This design comes from an exercise in tuning for small area on the open sky130 flow, not from production work.
Only simulation tests tie the RTL to the original design; equivalence was not proved.
The flow treats the clock pin as an ideal source, which a real chip does not have.
No activity file was given, so power comes from the tool's default toggle rates.

## build 94
// top_nexys_a7
module top_nexys_a7 (
    input clock,
    input reset,
    input confirma,
    input logic[15:0] SW,
    output logic[15:0] LED,
    output logic [7:0] AN,
    output logic [7:0] DIGIT
);
logic confirma_rising;
logic [2:0] code;
logic [2:0] nxt;
dspl_drv_NexysA7 display(
    .clock(clock),
    .reset(reset),
    .code(code),
    .nxt(nxt),
    .an(AN),
    .dec_ddp(DIGIT)
);
BullsAndCows game(
    .clock(clock),
    .reset(reset),
    .confirma_rising(confirma_rising),
    .SW(SW),
    .nxt(nxt),
    .led(LED),
    .code(code)
);
edge_detector_s borda(
    .clock(clock),
    .reset(reset),
    .din(confirma),
    .rising_confirma(confirma_rising)
);
endmodule
Settings: LEC_CHECK=0, CAP_MARGIN=20, CORE_MARGIN=2, CORE_UTILIZATION=40, SLEW_MARGIN=20; clock period 10.0 ns.
standard.sh (not shown) runs the stock make flow with config.mk's settings and CLKGATE_MAP_FILE= SYNTH_SCRIPT=/design/flow/synth_recipe.tcl, a recipe that flattens the netlist after the stock synthesis.
==> flow/flow/run.sh <==
#!/bin/bash
# The standard layout (standard.sh), with these changes: ports are buffered
# with the smallest buffer; the clock tree is built from small buffers with
# no dummy loads, and flow/cts_pre.tcl then upsizes the clock buffers whose
# loads see too large a slew; the single constant driver of LED is not split
# into one tie cell per port.
set -euo pipefail
export BUFFER_PORTS_ARGS="-buffer_cell sky130_fd_sc_hd__buf_1"
export CTS_ARGS="-sink_clustering_enable -repair_clock_nets -buf_list sky130_fd_sc_hd__clkbuf_4 -dont_use_dummy_load"
export PRE_CTS_TCL="$(pwd)/flow/cts_pre.tcl"
export CLK_SLEW_LIMIT_NS=0.110 CLK_UPSIZE=sky130_fd_sc_hd__clkbuf_8
export SKIP_REPAIR_TIE_FANOUT=1
bash standard.sh > standard.log 2>&1
==> flow/flow/cts_pre.tcl <==
# Clock tree: clock_tree_synthesis builds the tree from small buffers
# (CTS_ARGS), then each clock buffer whose loads see a slew above
# CLK_SLEW_LIMIT_NS (placement estimate) is upsized to CLK_UPSIZE, the
# largest slews first, until none is left above the limit.
rename clock_tree_synthesis orig_clock_tree_synthesis
proc clock_tree_synthesis {args} {
  orig_clock_tree_synthesis {*}$args
  set limit $::env(CLK_SLEW_LIMIT_NS)
  set big $::env(CLK_UPSIZE)
  set_propagated_clock [all_clocks]
  for {set round 0} {$round < 20} {incr round} {
    estimate_parasitics -placement
    set worst 0; set worst_buf ""
    foreach b [get_cells -filter "ref_name =~ sky130_fd_sc_hd__clkbuf_*"] {
      if {[get_property $b ref_name] eq $big} { continue }
      set net [get_nets -of_objects [get_pins -of_objects $b -filter "direction == output"]]
      set w 0
      foreach p [get_pins -of_objects $net -filter "direction == input"] {
        foreach e {rise fall} { set s [get_property $p slew_max_$e]; if {$s > $w} { set w $s } }
      }
      if {$w > $limit && $w > $worst} { set worst $w; set worst_buf $b }
    }
    if {$worst_buf eq ""} { break }
    puts "clock buffer [get_full_name $worst_buf]: load slew $worst ns, upsized to $big"
    replace_cell $worst_buf $big
  }
}
Build 94 ended with every stage complete and zero timing, DRC or antenna violations.
[inputs] build 95 vs build 94
Settings: changing CORE_UTILIZATION from 40 to 80; setting PLACE_DENSITY to 0.9 for the first time.
[summary]
Synthesized flop and latch total came out exactly the same in build 94 and build 95. Re total number of vias: build 95 is 2.9% up on build 94. In the tables for build 94 and build 95, initial cell density of the core reads lower with build 94. When build 95 is measured against build 94, its average detailed-routed wire length per instance turns out 2.1 µm higher. Relative to build 94, the fmax of build 95 is lower by about 0.55%. In build 95, the setup slack after layout came out 29 ps below the value in build 94. Build 95 vs. build 94: combinational fraction of design power went up by 1.0 points. Combined area of the multi-input logic cells of build 95 is on par with build 94. On clock tree buffer count of the final layout, build 94 and build 95 are basically level. Going from build 94 to build 95, routed via count divided by cell count grew by more than 10%.
> inputs changed (build 95 -> build 67)
Settings: a deleted PLACE_DENSITY that had been 0.9; an added CTS_BUF_LIST of sky130_fd_sc_hd__clkbuf_8; a change of CORE_UTILIZATION from 80 to 40.
==> flow/flow/run.sh <==
#!/bin/bash
# The standard layout (standard.sh), with three changes: ports are buffered
# with the smallest buffer, clock tree synthesis inserts no dummy loads, and
# the single constant driver of LED is not split into one tie cell per port.
set -euo pipefail
export BUFFER_PORTS_ARGS="-buffer_cell sky130_fd_sc_hd__buf_1"
export CTS_ARGS="-sink_clustering_enable -repair_clock_nets -buf_list sky130_fd_sc_hd__clkbuf_8 -dont_use_dummy_load"
export SKIP_REPAIR_TIE_FANOUT=1
bash standard.sh > standard.log 2>&1
removed: flow/flow/cts_pre.tcl
==> notes.md <==
- | core utilization | build 67 vs build 95 | 43 points lower |
- Fraction of layout cells with a size suffix above 1 across build 67 and build 95: no real change.
- Instance area at placement in build 67 is 84 µm² above build 95.
- In terms of arrival time reported for the critical path endpoint, build 95 and build 67 differ only marginally.
- Comparing build 67 and build 95, power density over the cells is lower on build 67.

==> static timing again, ports no longer ideal <==
The flow's constraints put no driver on any port. The routed layouts listed below were extracted and timed again, unchanged, in two steps. Step 1 (the two cells are an assumption about what drives the block):
set clk [get_ports {clock}]
set_driving_cell -lib_cell sky130_fd_sc_hd__clkbuf_16 $clk
set_driving_cell -lib_cell sky130_fd_sc_hd__buf_2 [delete_from_list [all_inputs] $clk]
Step 2 times the ports against the registers' clock, not the clock port: input delays grow and output delays shrink by t, the midpoint of the rising clock arrivals with the driver on. Three values: ideal, step 1, step 2; two values: the first two.
run | t, ns | setup slack, ns | worst slew at a driven data input, ns | pins driven straight from the clock port
build 94 | 0.380 | 4.766 / 4.736 / 5.116 | 0.04 | 1
build 95 | 0.377 | 4.736 / 4.706 / 5.082 | 0.04 | 1
build 67 | 0.386 | 4.748 / 4.719 / 5.105 | 0.04 | 1
After both steps every run listed still meets setup and hold.
